This design comes from an exercise in tuning for small area, a short achievable clock period and few clock cycles per item on the open sky130 flow, not from production work. No run shown here included a check of the RTL's function; only the layout flow was run.

==> flow/design.v (outline; a module is shown in full before it is edited, if it fits) <==
// module multiplier: 1593 lines
// module mul_fa: 4 lines
// module mul_bselp: 3 lines
// module mul_bsel: 3 lines
// module mul_bpp: 3 lines
// module mul_ha: 4 lines
module multiplier #(MANT_BITS=23, EXP_BITS=8)(
	input wire clk,
	input wire reset_n,
	input wire input_valid,
	input logic [EXP_BITS+MANT_BITS:0] in_a,
	input logic [EXP_BITS+MANT_BITS:0] in_b,
	output logic [EXP_BITS+MANT_BITS:0] data_out,
	output logic output_valid
);
  // ...
==> flow/flow/run.sh <==
#!/bin/bash
set -euo pipefail
export BUFFER_PORTS_ARGS="-buffer_cell sky130_fd_sc_hd__buf_4"
bash standard.sh > standard.log 2>&1
==> flow/standard.sh <==
#!/bin/bash
# synth_recipe.tcl (not shown) runs the flow's synth.tcl, then flattens the netlist and writes it again
# the make line also repeats each setting of config.mk as NAME=value (left out here)
make -C /OpenROAD-flow-scripts/flow DESIGN_CONFIG=/design/flow/config.mk WORK_HOME=/design/flow/orfs CLKGATE_MAP_FILE= SYNTH_SCRIPT=/design/flow/synth_recipe.tcl "${@:-finish}"
==> flow/config.mk <==
export PLATFORM = sky130hd
export DESIGN_NAME = multiplier
export DESIGN_NICKNAME = multiplier
export VERILOG_FILES = /design/flow/design.v
export SDC_FILE = /design/flow/constraint.sdc
export NUM_CORES = 4
export LEC_CHECK = 0
export CAP_MARGIN = 20
export CORE_MARGIN = 2
export CORE_UTILIZATION = 65
export SETUP_SLACK_MARGIN = 2.3
export SLEW_MARGIN = 20
export SYNTH_HIERARCHICAL = 1
==> flow/constraint.sdc <==
create_clock -name core_clock -period 8.0 [get_ports {clk}]
set_input_delay 1.6000 -clock core_clock [delete_from_list [all_inputs] [get_ports {clk}]]
set_output_delay 1.6000 -clock core_clock [all_outputs]
set_load 0.01 [all_outputs]
==> qor.yml, run 1 <==
status:
  status: "complete, no violations"
critical_path:
  critPathCapture: "rc"
  reg2regPathDepth: 22
  critPathBufInv: 2
  cp_slowest_stage_delay_ns: 0.50
  crit_top_cell: "fa_1"
  startpoint: "in_b[7]"
timing:
  fin_worst_skew_ns: 0.0204
  min_period_over_period_pct: 71.2
detailed_routing:
  drt_iter0_markers: 2056
  routed.top_layer: "met5"
logic_synthesis:
  synth.most_common_cell: "xnor2_1"
  synth.distinct_cells: 70
  ys_warn_count: 7
  yosysSeqAreaShare_pct: 13.0
  netlist.area_leader.share_pct: 28.7
hold_path:
  hold_path.startpoint: "sh[22]"
cells_and_area:
  seq_cells: 102
  nNonClkInverters: 36
  sh_seq_area_pct: 11.1
  reg.largest.list: "ra (30), rb (30), sh (24)"
placement:
  dp.cells: 2238
grt:
  use_met3_pct: 12.1
  grt_pass1_vias: 16000
  grt_start_max_net_pins: 51
floorplan:
  top_level_ports: 100
  core-area_sq_um: 27900
==> run 2, diff against run 1 <==
--- a/flow/design.v
+++ b/flow/design.v
@@ -1546,24 +1546,24 @@
 	wire s921, c922;
 	mul_fa us921 (c748, s831, c830, s921, c922);
 	wire s923, c924;
 	mul_fa us923 (pp310, s833, c832, s923, c924);
 	wire s925, c926;
 	mul_fa us925 (s835, pp311, c834, s925, c926);
 	wire s927, c928;
 	mul_fa us927 (pp336, pp312, c836, s927, c928);
-wire [18:0] lo_sum = {1'b0, {c866, c864, c862, c860, c858, c856, c854, c852, c850, c848, c846, c844, c842, c840, c838, pp3, pp2, neg0}} + {1'b0, {s867, s865, s863, s861, s859, s857, s855, s853, s851, s849, s847, s845, s843, s841, s839, s837, 1'b0, pp1}};
-logic [29:0] ra, rb;
+wire [16:0] lo_sum = {1'b0, {c862, c860, c858, c856, c854, c852, c850, c848, c846, c844, c842, c840, c838, pp3, pp2, neg0}} + {1'b0, {s863, s861, s859, s857, s855, s853, s851, s849, s847, s845, s843, s841, s839, s837, 1'b0, pp1}};
+logic [31:0] ra, rb;
 logic rc;
 logic sgn, inf_r, zero_r;
 always_ff @(posedge clk) begin
-	ra <= {s927, s925, s923, c920, c918, s917, c914, c912, c910, c908, s907, c904, c902, c900, c898, c896, c894, c892, c890, c888, c886, c884, c882, c880, c878, c876, c874, c872, c870, c868};
-	rb <= {c926, c924, c922, s921, s919, c916, s915, s913, s911, s909, c906, s905, s903, s901, s899, s897, s895, s893, s891, s889, s887, s885, s883, s881, s879, s877, s875, s873, s871, s869};
-	rc <= lo_sum[18];
+	ra <= {s927, s925, s923, c920, c918, s917, c914, c912, c910, c908, s907, c904, c902, c900, c898, c896, c894, c892, c890, c888, c886, c884, c882, c880, c878, c876, c874, c872, c870, c868, c866, c864};
+	rb <= {c926, c924, c922, s921, s919, c916, s915, s913, s911, s909, c906, s905, s903, s901, s899, s897, s895, s893, s891, s889, s887, s885, s883, s881, s879, s877, s875, s873, s871, s869, s867, s865};
+	rc <= lo_sum[16];
 	sgn <= in_a[31] ^ in_b[31];
 	inf_r <= (ea == 8'hff) || (eb == 8'hff) || (esum >= 10'd382);
 	zero_r <= (za && in_a[22:0] == 0) || (zb && in_b[22:0] == 0) || (esum < 10'd128);
 	if (st == IDLE) begin
 		e <= 9'(esum - 10'd127);
 		s126_r <= (esum == 10'd128);
 	end else if (shifting)
 		e <= e - 9'd1;
@@ -1577,21 +1577,152 @@
 		case (st)
 			IDLE: if (input_valid && slow) st <= LOAD;
 			LOAD: st <= SHIFT;
 			SHIFT: if (!shifting) st <= MUL;
 			default: st <= IDLE;
 		endcase
 	end
 end
-wire [30:0] ps = {ra, 1'b1} + {rb, rc};    
-wire [29:0] p = ps[30:1];                     
-wire p47 = p[29];
-wire p46 = p[28];
-wire [22:0] mo = p47 ? p[28:6] : p[27:5];
+wire [31:0] ag = ra & rb;
+wire [31:0] ap = ra ^ rb;
+wire sg0_0 = ag[0] | (ap[0] & rc);
+wire sg1_1 = ag[1] | (ap[1] & sg0_0);
+wire sg1_3 = ag[3] | (ap[3] & ag[2]);
+wire sp1_3 = ap[3] & ap[2];
+wire sg1_5 = ag[5] | (ap[5] & ag[4]);
+wire sp1_5 = ap[5] & ap[4];
+wire sg1_7 = ag[7] | (ap[7] & ag[6]);
+wire sp1_7 = ap[7] & ap[6];
+wire sg1_9 = ag[9] | (ap[9] & ag[8]);
+wire sp1_9 = ap[9] & ap[8];
+wire sg1_11 = ag[11] | (ap[11] & ag[10]);
+wire sp1_11 = ap[11] & ap[10];
+wire sg1_13 = ag[13] | (ap[13] & ag[12]);
+wire sp1_13 = ap[13] & ap[12];
+wire sg1_15 = ag[15] | (ap[15] & ag[14]);
+wire sp1_15 = ap[15] & ap[14];
+wire sg1_17 = ag[17] | (ap[17] & ag[16]);
+wire sp1_17 = ap[17] & ap[16];
+wire sg1_19 = ag[19] | (ap[19] & ag[18]);
+wire sp1_19 = ap[19] & ap[18];
+wire sg1_21 = ag[21] | (ap[21] & ag[20]);
+wire sp1_21 = ap[21] & ap[20];
+wire sg1_23 = ag[23] | (ap[23] & ag[22]);
+wire sp1_23 = ap[23] & ap[22];
+wire sg1_25 = ag[25] | (ap[25] & ag[24]);
+wire sp1_25 = ap[25] & ap[24];
+wire sg1_27 = ag[27] | (ap[27] & ag[26]);
+wire sp1_27 = ap[27] & ap[26];
+wire sg1_29 = ag[29] | (ap[29] & ag[28]);
+wire sp1_29 = ap[29] & ap[28];
+wire sg1_31 = ag[31] | (ap[31] & ag[30]);
+wire sp1_31 = ap[31] & ap[30];
+wire sg2_2 = ag[2] | (ap[2] & sg1_1);
+wire sg2_3 = sg1_3 | (sp1_3 & sg1_1);
+wire sg2_6 = ag[6] | (ap[6] & sg1_5);
+wire sp2_6 = ap[6] & sp1_5;
+wire sg2_7 = sg1_7 | (sp1_7 & sg1_5);
+wire sp2_7 = sp1_7 & sp1_5;
+wire sg2_10 = ag[10] | (ap[10] & sg1_9);
+wire sp2_10 = ap[10] & sp1_9;
+wire sg2_11 = sg1_11 | (sp1_11 & sg1_9);
+wire sp2_11 = sp1_11 & sp1_9;
+wire sg2_14 = ag[14] | (ap[14] & sg1_13);
+wire sp2_14 = ap[14] & sp1_13;
+wire sg2_15 = sg1_15 | (sp1_15 & sg1_13);
+wire sp2_15 = sp1_15 & sp1_13;
+wire sg2_18 = ag[18] | (ap[18] & sg1_17);
+wire sp2_18 = ap[18] & sp1_17;
+wire sg2_19 = sg1_19 | (sp1_19 & sg1_17);
+wire sp2_19 = sp1_19 & sp1_17;
+wire sg2_22 = ag[22] | (ap[22] & sg1_21);
+wire sp2_22 = ap[22] & sp1_21;
+wire sg2_23 = sg1_23 | (sp1_23 & sg1_21);
+wire sp2_23 = sp1_23 & sp1_21;
+wire sg2_26 = ag[26] | (ap[26] & sg1_25);
+wire sp2_26 = ap[26] & sp1_25;
+wire sg2_27 = sg1_27 | (sp1_27 & sg1_25);
+wire sp2_27 = sp1_27 & sp1_25;
+wire sg2_30 = ag[30] | (ap[30] & sg1_29);
+wire sp2_30 = ap[30] & sp1_29;
+wire sg2_31 = sg1_31 | (sp1_31 & sg1_29);
+wire sp2_31 = sp1_31 & sp1_29;
+wire sg3_4 = ag[4] | (ap[4] & sg2_3);
+wire sg3_5 = sg1_5 | (sp1_5 & sg2_3);
+wire sg3_6 = sg2_6 | (sp2_6 & sg2_3);
+wire sg3_7 = sg2_7 | (sp2_7 & sg2_3);
+wire sg3_12 = ag[12] | (ap[12] & sg2_11);
+wire sp3_12 = ap[12] & sp2_11;
+wire sg3_13 = sg1_13 | (sp1_13 & sg2_11);
+wire sp3_13 = sp1_13 & sp2_11;
+wire sg3_14 = sg2_14 | (sp2_14 & sg2_11);
+wire sp3_14 = sp2_14 & sp2_11;
+wire sg3_15 = sg2_15 | (sp2_15 & sg2_11);
+wire sp3_15 = sp2_15 & sp2_11;
+wire sg3_20 = ag[20] | (ap[20] & sg2_19);
+wire sp3_20 = ap[20] & sp2_19;
+wire sg3_21 = sg1_21 | (sp1_21 & sg2_19);
+wire sp3_21 = sp1_21 & sp2_19;
+wire sg3_22 = sg2_22 | (sp2_22 & sg2_19);
+wire sp3_22 = sp2_22 & sp2_19;
+wire sg3_23 = sg2_23 | (sp2_23 & sg2_19);
+wire sp3_23 = sp2_23 & sp2_19;
+wire sg3_28 = ag[28] | (ap[28] & sg2_27);
+wire sp3_28 = ap[28] & sp2_27;
+wire sg3_29 = sg1_29 | (sp1_29 & sg2_27);
+wire sp3_29 = sp1_29 & sp2_27;
+wire sg3_30 = sg2_30 | (sp2_30 & sg2_27);
+wire sp3_30 = sp2_30 & sp2_27;
+wire sg3_31 = sg2_31 | (sp2_31 & sg2_27);
+wire sp3_31 = sp2_31 & sp2_27;
+wire sg4_8 = ag[8] | (ap[8] & sg3_7);
+wire sg4_9 = sg1_9 | (sp1_9 & sg3_7);
+wire sg4_10 = sg2_10 | (sp2_10 & sg3_7);
+wire sg4_11 = sg2_11 | (sp2_11 & sg3_7);
+wire sg4_12 = sg3_12 | (sp3_12 & sg3_7);
+wire sg4_13 = sg3_13 | (sp3_13 & sg3_7);
+wire sg4_14 = sg3_14 | (sp3_14 & sg3_7);
+wire sg4_15 = sg3_15 | (sp3_15 & sg3_7);
+wire sg4_24 = ag[24] | (ap[24] & sg3_23);
+wire sp4_24 = ap[24] & sp3_23;
+wire sg4_25 = sg1_25 | (sp1_25 & sg3_23);
+wire sp4_25 = sp1_25 & sp3_23;
+wire sg4_26 = sg2_26 | (sp2_26 & sg3_23);
+wire sp4_26 = sp2_26 & sp3_23;
+wire sg4_27 = sg2_27 | (sp2_27 & sg3_23);
+wire sp4_27 = sp2_27 & sp3_23;
+wire sg4_28 = sg3_28 | (sp3_28 & sg3_23);
+wire sp4_28 = sp3_28 & sp3_23;
+wire sg4_29 = sg3_29 | (sp3_29 & sg3_23);
+wire sp4_29 = sp3_29 & sp3_23;
+wire sg4_30 = sg3_30 | (sp3_30 & sg3_23);
+wire sp4_30 = sp3_30 & sp3_23;
+wire sg4_31 = sg3_31 | (sp3_31 & sg3_23);
+wire sp4_31 = sp3_31 & sp3_23;
+wire sg5_16 = ag[16] | (ap[16] & sg4_15);
+wire sg5_17 = sg1_17 | (sp1_17 & sg4_15);
+wire sg5_18 = sg2_18 | (sp2_18 & sg4_15);
+wire sg5_19 = sg2_19 | (sp2_19 & sg4_15);
+wire sg5_20 = sg3_20 | (sp3_20 & sg4_15);
+wire sg5_21 = sg3_21 | (sp3_21 & sg4_15);
+wire sg5_22 = sg3_22 | (sp3_22 & sg4_15);
+wire sg5_23 = sg3_23 | (sp3_23 & sg4_15);
+wire sg5_24 = sg4_24 | (sp4_24 & sg4_15);
+wire sg5_25 = sg4_25 | (sp4_25 & sg4_15);
+wire sg5_26 = sg4_26 | (sp4_26 & sg4_15);
+wire sg5_27 = sg4_27 | (sp4_27 & sg4_15);
+wire sg5_28 = sg4_28 | (sp4_28 & sg4_15);
+wire sg5_29 = sg4_29 | (sp4_29 & sg4_15);
+wire sg5_30 = sg4_30 | (sp4_30 & sg4_15);
+wire sg5_31 = sg4_31 | (sp4_31 & sg4_15);
+wire [31:0] p = {ap[31] ^ sg5_30, ap[30] ^ sg5_29, ap[29] ^ sg5_28, ap[28] ^ sg5_27, ap[27] ^ sg5_26, ap[26] ^ sg5_25, ap[25] ^ sg5_24, ap[24] ^ sg5_23, ap[23] ^ sg5_22, ap[22] ^ sg5_21, ap[21] ^ sg5_20, ap[20] ^ sg5_19, ap[19] ^ sg5_18, ap[18] ^ sg5_17, ap[17] ^ sg5_16, ap[16] ^ sg4_15, ap[15] ^ sg4_14, ap[14] ^ sg4_13, ap[13] ^ sg4_12, ap[12] ^ sg4_11, ap[11] ^ sg4_10, ap[10] ^ sg4_9, ap[9] ^ sg4_8, ap[8] ^ sg3_7, ap[7] ^ sg3_6, ap[6] ^ sg3_5, ap[5] ^ sg3_4, ap[4] ^ sg2_3, ap[3] ^ sg2_2, ap[2] ^ sg1_1, ap[1] ^ sg0_0, ap[0] ^ rc};
+wire p47 = p[31];
+wire p46 = p[30];
+wire [22:0] mo = p47 ? p[30:8] : p[29:7];
 wire [7:0] e1 = e[7:0] + 8'd1;
 wire [7:0] eo = p47 ? e1 : (s126_r && !p46) ? 8'd0 : e[7:0];
 assign data_out = {sgn, inf_r ? {8'hff, 23'd0} : zero_r ? 31'd0 : {eo, mo}};
 endmodule
 module mul_fa(input a, input b, input c, output s, output co);
 	assign s = a ^ b ^ c;
 	assign co = (a & b) | (a & c) | (b & c);
 endmodule
==> flow/config.mk (replaced) <==
export PLATFORM = sky130hd
export DESIGN_NAME = multiplier
export DESIGN_NICKNAME = multiplier
export VERILOG_FILES = /design/flow/design.v
export SDC_FILE = /design/flow/constraint.sdc
export NUM_CORES = 4
export LEC_CHECK = 0
export CAP_MARGIN = 20
export CORE_MARGIN = 2
export CORE_UTILIZATION = 60
export SETUP_SLACK_MARGIN = 2.3
export SLEW_MARGIN = 20
export SYNTH_HIERARCHICAL = 1
==> run 2 against run 1 <==
Net effect:
- still clean
- global-route usage fell by 2.3 points
- clock-buffer cell count fell by 1
- register-to-register slack improved by 0.12 ns
- non-clock buffer count fell by 20
- utilization fell by 6.9 points
- sequential share of layout area rose by 0.50 points
- worst setup slack improved by 0.059 ns
- die area rose by 7.3%
- critical path type unchanged
==> qor.yml, run 2 <==
detailed_routing:
  wl_per_cell_microns: 26.3  # was 26.5 microns
  drt_pre_antenna_iters: 5  # was 6
  drtAntennaViolNets: 0  # unchanged
  avgViaCountPerCell: 6.79  # was 6.97
  drt_iter0_markers: 1682  # was 2056
  wl_mm: 60.5  # was 62.1 mm
  vias: 15600  # was 16300
  drc_errors: 0  # unchanged
cells_and_area:
  fin_util_pct: 70.1  # was 77.1%
  final_cell_mix: "301 x xnor2_1, 276 x a22o_1, 266 x fa_1"  # was 303 x xnor2_1, 277 x a22o_1, 261 x fa_1
  design_area_sq_um: 21300  # was 21500 sq um
  reg.largest.list: "ra (32), rb (32), sh (24)"  # was ra (30), rb (30), sh (24)
  drive_gt1_share_pct: 16.9  # was 18.2%
  diodes: 0  # was 1
  area_growth_pct: 16.0  # was 16.3%
  layout_commonest_cell: "xnor2_1"  # unchanged
  fin_nets: 2329  # was 2380
job:
  cap_violations: 0  # unchanged
timing:
  fin_worst_skew_ns: 0.0183  # was 0.0204 ns
  fin_ws_ns: 2.36  # was 2.30 ns
  hold_slack_ns: 0.610  # was 0.590 ns
  hold_viol: 0  # unchanged
  maxSlewHeadroom_pct: 25.9  # was 32.6%
  fmax_mhz: 177  # was 176 MHz
  min_period_over_period_pct: 70.5  # was 71.2%
  fin_tns_setup_ns: 0  # unchanged
  setup_viol: 0  # unchanged
  slew_violations: 0  # unchanged
  rsz0062_at_grt: "true"  # unchanged
  tightest_slew_ns: 1.11  # was 1.01 ns
  fin_crit_ns: 5.64  # was 5.70 ns
clocking:
  cts_tree: "built"  # unchanged
  cts_hold_buffers: 0  # unchanged
  htree_levels: 3  # unchanged
  cts_root_buf: "clkbuf_16"  # unchanged
  clock_path_buffers: 2  # unchanged
  cts_buffers: 9  # unchanged
  numClockSinks: 106  # was 102
  path_clk_slew_ns: 0.08  # was 0.09 ns
  clk_latency_ns: 0.39  # was 0.38 ns
grt:
  grt_pass1_vias: 15400  # was 16000
  globalRouteTotalUtil_pct: 37.9  # was 40.2%
  grt_pass1_wl_mm: 90.8  # was 93.0 mm
  antenna_found_initial: 0  # was 2
  grt_start_max_net_pins: 51  # unchanged
  grt_overflow: 0  # unchanged
logic_synthesis:
  netlist.area_leader.share_pct: 29.1  # was 28.7%
  netlist_area_sq_um: 18300  # was 18500 sq um
  yosys_most_used_dff: "dfxtp_1"  # unchanged
  synth_seq_cells: 106  # was 102
  postSynthCellCount: 1755  # was 1790
  synth.distinct_cells: 77  # was 70
  synth_area_leaders: "fa_1 29%, xnor2_1 15%, a22o_1 13%, dfxtp_1 7.5%, ha_1 6.3%"  # was fa_1 29%, xnor2_1 15%, a22o_1 13%, dfxtp_1 7.0%, ha_1 6.3%
  ys_warn_count: 7  # unchanged
  synth_edf_count: 34  # unchanged
  avgSynthCellArea_sq_um: 10.5  # was 10.3 sq um
  synth_common_cells: "310 x xnor2_1, 276 x a22o_1, 267 x fa_1, 93 x ha_1, 74 x a21oi_1"  # was 316 x xnor2_1, 277 x a22o_1, 265 x fa_1, 104 x a21oi_1, 93 x ha_1
  yosysSeqAreaShare_pct: 13.5  # was 13.0%
  postSynth.asyncResetShare_pct: 2.83  # was 2.94%
  synth.most_common_cell: "xnor2_1"  # unchanged
  synth_top_area_cell: "fa_1"  # unchanged
hold_path:
  min_path_type: "register to register"  # unchanged
critical_path:
  cp-end-kind: "register"  # unchanged
  worst_ep_required_time_ns: 8.26  # was 8.27 ns
  cp_max_fo: 12  # was 5
  path_class: "input pin to register"  # unchanged
  critPathArrivalTime_ns: 5.89  # was 5.97 ns
  cp-start-kind: "input pin"  # unchanged
floorplan:
  core-area_sq_um: 30300  # was 27900 sq um
  top_level_ports: 100  # unchanged
  die_width_microns: 179  # was 173 microns
  dieArea_sq_um: 32000  # was 29800 sq um
  die-height_microns: 179  # was 173 microns
  start_util_pct: 60.5  # was 66.2%
  fp-row-count: 64  # was 61
placement:
  place_hpwl_mm: 40.8  # was 40.2 mm
  post-place-ws_ns: 1.51  # was 1.26 ns
  portBuffers: 99  # unchanged
  postPlaceCellArea_sq_um: 20100  # was 20000 sq um
  gp_congestion: 0.966  # was 0.918
status:
  status: "complete, no violations"  # unchanged
==> run 2: cell types whose count changed in the layout (fill, tap and decap cells not counted), sizes merged, moves of 5 or more <==
cell	previous run	this run
nor2	76	67
xnor2	321	314
nand2b	8	15
buf	203	180
nor3	15	22
a311o	6	0
a21oi	104	76
clkinvlp	6	1
inv	29	43
nand2	91	73
==> run 2: worst paths after layout <==
kind | cells past startpoint | endpoint | from | slack (ns)
max | 14 | rb[11] | in_b[29] | 2.36
min | 2 | sh[23] | sh[22] | 0.61
max reg2reg | 17 | rb[10] | st[0] | 2.50
min reg2reg | 2 | sh[23] | sh[22] | 0.61
max in group asynchronous | 1 | output_valid | reset_n | 6.93
min in group asynchronous | 1 | st[0] | reset_n | 0.98
==> run 2: repair_timing <==
action / 4_1_cts / 5_1_grt
pin swaps: 6 / 12
cloned: 6 / 7
setup endpoints to repair: 48 / 23
resized for setup: 31 / 35
buffers inserted: 13 / 32
==> run 2: layout make-up <==
| cell class | count | area [sq um] |
|---|---|---|
| multi-input cells | 1556 | 16200 |
| inverters | 44 | 188 |
| well taps | 396 | 495 |
| clock inverters | 7 | 87.6 |
| clock buffers | 9 | 225 |
| repair buffers | 185 | 1620 |
| flip-flops and latches | 106 | 2480 |
| fillers | 2344 | 9060 |
==> run 2: worst max-delay path, cell delays in order <==
cell and delay (ns):
buf_4 0.13, nor4_4 0.37, nand3_2 0.17, o21ai_4 0.10, inv_1 0.16, or3_4 0.46, nand2_8 0.13, a22o_1 0.17
xnor2_1 0.10, fa_1 0.69, fa_1 0.47, fa_1 0.40, fa_1 0.53, fa_1 0.41
==> run 2: through the flow <==
stage,std cells
after CTS,2264
after floorplan,1764
after global placement,2229
after detailed placement,2229
final,2303
after global routing,2303
==> run 2: logic make-up after synthesis <==
group           after synthesis  share of synthesized area, %
xor+xnor                    332                          15.8
fa+ha+maj                   360                          35.5
other cells                   1                        0.0204
compound gates              468                          19.9
buf+inv                     110                          2.40
flops                       106                          13.5
mux                          75                          4.42
simple gates                303                          8.49
==> run 2: metal layers <==
metal	routed length, microns	global-route usage (%)
met1	24100	53.0
met2	25900	56.0
met3	8100	11.0
met4	2440	14.0
met5	0	0
==> run 2: per-module statistics from Yosys (local to each module, per instance) <==
module | flip-flops and latches | copies in the design | cells | area, sq um
mul_ha | 0 | 32 | 1 | 12.5
mul_fa | 0 | 264 | 1 | 20.0
multiplier | 106 | 1 | 1183 | 10200
mul_bselp | 0 | 276 | 1 | 8.76
==> run 3, diff against run 2 <==
--- a/flow/config.mk
+++ b/flow/config.mk
@@ -7,7 +7,7 @@
 export LEC_CHECK = 0
 export CAP_MARGIN = 20
 export CORE_MARGIN = 2
-export CORE_UTILIZATION = 60
+export CORE_UTILIZATION = 65
 export SETUP_SLACK_MARGIN = 2.3
 export SLEW_MARGIN = 20
 export SYNTH_HIERARCHICAL = 1
==> run 3 against run 2 <==
Net effect:
- area after synthesis unchanged
- clock skew increased by 0.0094 ns
- critical endpoint is now rc
- final cell count decreased by 1.6%
- fmax decreased by 0.48%
- routed wire length decreased by 0.27%
- worst setup slack got worse by 0.027 ns
==> qor.yml, run 3 <==
status:
  status: "complete, no violations"  # unchanged
cells_and_area:
  diodes: 0  # unchanged
  area_growth_pct: 14.7  # was 16.0%
  drive_gt1_share_pct: 16.4  # was 16.9%
  design_area_sq_um: 21000  # was 21300 sq um
  layout_commonest_cell: "xnor2_1"  # unchanged
  fin_nets: 2311  # was 2329
  reg.largest.list: "ra (32), rb (32), sh (24)"  # unchanged
  final_cell_mix: "298 x xnor2_1, 276 x a22o_1, 265 x fa_1"  # was 301 x xnor2_1, 276 x a22o_1, 266 x fa_1
  final_cells: 2267  # was 2303
timing:
  setup_viol: 0  # unchanged
  min_period_over_period_pct: 70.8  # was 70.5%
  hold_viol: 0  # unchanged
  rsz0062_at_grt: "true"  # unchanged
  fin_tns_setup_ns: 0  # unchanged
  fmax_mhz: 177  # about the same
  tightest_slew_ns: 1.00  # was 1.11 ns
  maxSlewHeadroom_pct: 32.4  # was 25.9%
  slew_violations: 0  # unchanged
  fin_worst_skew_ns: 0.0278  # was 0.0183 ns
  fin_crit_ns: 5.66  # was 5.64 ns
grt:
  grt_pass1_wl_mm: 88.3  # was 90.8 mm
  antenna_found_initial: 0  # unchanged
  globalRouteTotalUtil_pct: 39.8  # was 37.9%
  grt_pass1_vias: 15600  # was 15400
  grt_start_max_net_pins: 51  # unchanged
  grt_overflow: 0  # unchanged
critical_path:
  cp-start-kind: "input pin"  # unchanged
  crit_top_cell: "fa_1"  # unchanged
  worst_ep_required_time_ns: 8.27  # was 8.26 ns
  cp_slowest_stage_delay_ns: 0.51  # was 0.69 ns
  slowest_stage: "fa_1"  # unchanged
  path_class: "input pin to register"  # unchanged
  critPathArrivalTime_ns: 5.93  # was 5.89 ns
  cp-end-kind: "register"  # unchanged
  cp_max_fo: 25  # was 12
  cp_cell_sequence: "buf_4 -> mux2i_4 -> clkbuf_8 -> nand3_1 -> o21ai_4 -> buf_6 -> a22o_1 -> xnor2_1 -> fa_1 -> fa_1 -> fa_1 -> ha_1 -> a21o_1 -> a21oi_1 -> nor2b_1 -> o21ai_0 -> nand2b_1 -> a221oi_1 -> o21ai_0"  # was buf_4 -> nor4_4 -> nand3_2 -> o21ai_4 -> inv_1 -> or3_4 -> nand2_8 -> a22o_1 -> xnor2_1 -> fa_1 -> fa_1 -> fa_1 -> fa_1 -> fa_1
clocking:
  cts_root_buf: "clkbuf_16"  # unchanged
  cts_hold_buffers: 0  # unchanged
  path_clk_slew_ns: 0.09  # was 0.08 ns
  clk_latency_ns: 0.39  # about the same
  clock_path_buffers: 2  # unchanged
  htree_levels: 3  # unchanged
  cts_tree: "built"  # unchanged
  numClockSinks: 106  # unchanged
  cts_buffers: 9  # unchanged
detailed_routing:
  vias: 15900  # was 15600
  drt_pre_antenna_iters: 6  # was 5
  drtAntennaViolNets: 0  # unchanged
  drt_iter0_markers: 1937  # was 1682
  wl_mm: 60.4  # was 60.5 mm
  wl_per_cell_microns: 26.6  # was 26.3 microns
  avgViaCountPerCell: 6.99  # was 6.79
  drc_errors: 0  # unchanged
logic_synthesis:
  synth_common_cells: "310 x xnor2_1, 276 x a22o_1, 267 x fa_1, 93 x ha_1, 74 x a21oi_1"  # unchanged
  synth_edf_count: 34  # unchanged
  postSynthCellCount: 1755  # unchanged
  postSynth.asyncResetShare_pct: 2.83  # unchanged
  synth_top_family_by_area: "adder cells"  # unchanged
  synth_simple_gate_area_share_pct: 8.49  # unchanged
  netlist.area_leader.share_pct: 29.1  # unchanged
  synth-adder-area-share_pct: 35.5  # unchanged
  ys_warn_count: 7  # unchanged
  synthMuxAreaShare_pct: 4.42  # unchanged
  synth.distinct_cells: 77  # unchanged
  avgSynthCellArea_sq_um: 10.5  # unchanged
  synth-xor-area-share_pct: 15.8  # unchanged
  synth_area_leaders: "fa_1 29%, xnor2_1 15%, a22o_1 13%, dfxtp_1 7.5%, ha_1 6.3%"  # unchanged
  synth-compound-area-share_pct: 19.8  # unchanged
  netlist_area_sq_um: 18300  # unchanged
  yosysSeqAreaShare_pct: 13.5  # unchanged
  synth_seq_cells: 106  # unchanged
  synth.most_common_cell: "xnor2_1"  # unchanged
  yosys_most_used_dff: "dfxtp_1"  # unchanged
  synth_top_area_cell: "fa_1"  # unchanged
floorplan:
  die_width_microns: 172  # was 179 microns
  start_util_pct: 66.0  # was 60.5%
  core-area_sq_um: 27800  # was 30300 sq um
  fp-row-count: 61  # was 64
  die-height_microns: 172  # was 179 microns
  dieArea_sq_um: 29600  # was 32000 sq um
  top_level_ports: 100  # unchanged
placement:
  dp.cells: 2215  # was 2229
  place_hpwl_mm: 39.8  # was 40.8 mm
  portBuffers: 99  # unchanged
  postPlaceCellArea_sq_um: 20100  # about the same
  gp_congestion: 0.930  # was 0.966
hold_path:
  min_path_type: "register to register"  # unchanged
job:
  cap_violations: 0  # unchanged
-- run 3: cell counts after synthesis --
Identical to the previous run, type by type.
-- run 3: cells by family (layout without fill, tap and decap cells) --
family	count (synthesis)	count (layout)
compound gates	468	468
xor+xnor	332	336
fa+ha+maj	360	360
buf+inv	110	228
flops	106	106
mux	75	75
other cells	1	10
simple gates	303	306
-- run 3: per-module statistics from Yosys (local to each module, per instance) --
module / cells / cell area [sq um] / flip-flops and latches / times used
multiplier: 1183 / 10200 / 106 / 1
mul_fa: 1 / 20.0 / 0 / 264
mul_bselp: 1 / 8.76 / 0 / 276
mul_ha: 1 / 12.5 / 0 / 32
-- run 3: through the flow --
stage | utilization [%] | hold slack [ns] | setup slack (ns)
final | 75.8 | 0.605 | 2.34
after floorplan | - | 0.476 | 2.27
after global routing | 75.8 | 0.636 | 2.18
after detailed placement | 72.3 | 0.560 | 1.33
after global placement | 72.2 | 0.550 | 1.48
after CTS | 73.8 | 0.589 | 2.14
-- run 3: area by class of cell --
class / count / area (sq um)
Inverter: 44 / 183
Clock inverter: 6 / 60.1
Timing Repair Buffer: 168 / 1430
Multi-Input combinational cell: 1555 / 16200
Fill cell: 2001 / 6740
Sequential cell: 106 / 2480
Clock buffer: 10 / 229
Tap cell: 378 / 473
-- run 3: timing repair --
item	in CTS	in global routing
endpoints found under the setup margin	34	30
buffers inserted	3	22
resized for setup	16	49
pin swaps	2	9
gates cloned	1	9
-- run 3: routing by layer --
metal | vias to the layer above | GRT usage [%] | share of wire (%)
met3 | 269 | 10.5 | 14
li1 | 6631 | - | -
met1 | 7743 | 53.5 | 37
met4 | 0 | 18.7 | 5.0
met5 | - | 0 | 0
met2 | 1209 | 60.6 | 43
-- run 3: critical path, delay by kind of cell --
family / cells / cell delay, ns
compound gates: 7 / 1.22
xor+xnor: 1 / 0.10
fa+ha+maj: 4 / 1.68
buf+inv: 3 / 0.79
mux: 1 / 0.20
simple gates: 3 / 0.33
-- run 3: worst paths after layout --
path,slack (ns),from,endpoint,depth (start not counted)
worst max register to register,2.43,sh_a,rc,21
max in group asynchronous,6.92,reset_n,output_valid,1
worst min register to register,0.61,sh[22],sh[23],2
worst min-delay path,0.61,sh[22],sh[23],2
worst max-delay path,2.34,in_b[5],rc,19
min in group asynchronous,0.99,reset_n,st[1],1

static timing again, ports no longer ideal:
No port has a modelled driver above. Below, the same layouts with a new extraction and two added sets of constraints.
Step 1, drivers: a clkbuf_16 drives clk and a buf_2 each remaining input, both assumed.
Step 2 adds t to the input delays and takes it off the output delays; t is the mean of the earliest and latest rising clock arrival at the registers after step 1. Input paths then give back, and output paths get back, about the clock's delay inside the block.
Slacks: ideal ports / drivers / drivers and shift; pairs: ideal ports / drivers.
| run | t, ns | setup WS [ns] | worst setup path after step 2 | worst data-port slew with drivers (ns) | pins driven straight from the clock port |
|---|---|---|---|---|---|
| run 1 | 0.424 | 2.305 / 2.335 / 1.910 | input to register | 0.06 | 1 |
| run 2 | 0.440 | 2.364 / 2.384 / 1.958 | input to register | 0.04 | 1 |
| run 3 | 0.435 | 2.337 / 2.368 / 1.933 | input to register | 0.05 | 1 |
After both steps every run listed still meets setup and hold. The setup slack of run 2, which loses most, moves by +0.020 ns with the drivers and by -0.406 ns with both steps.
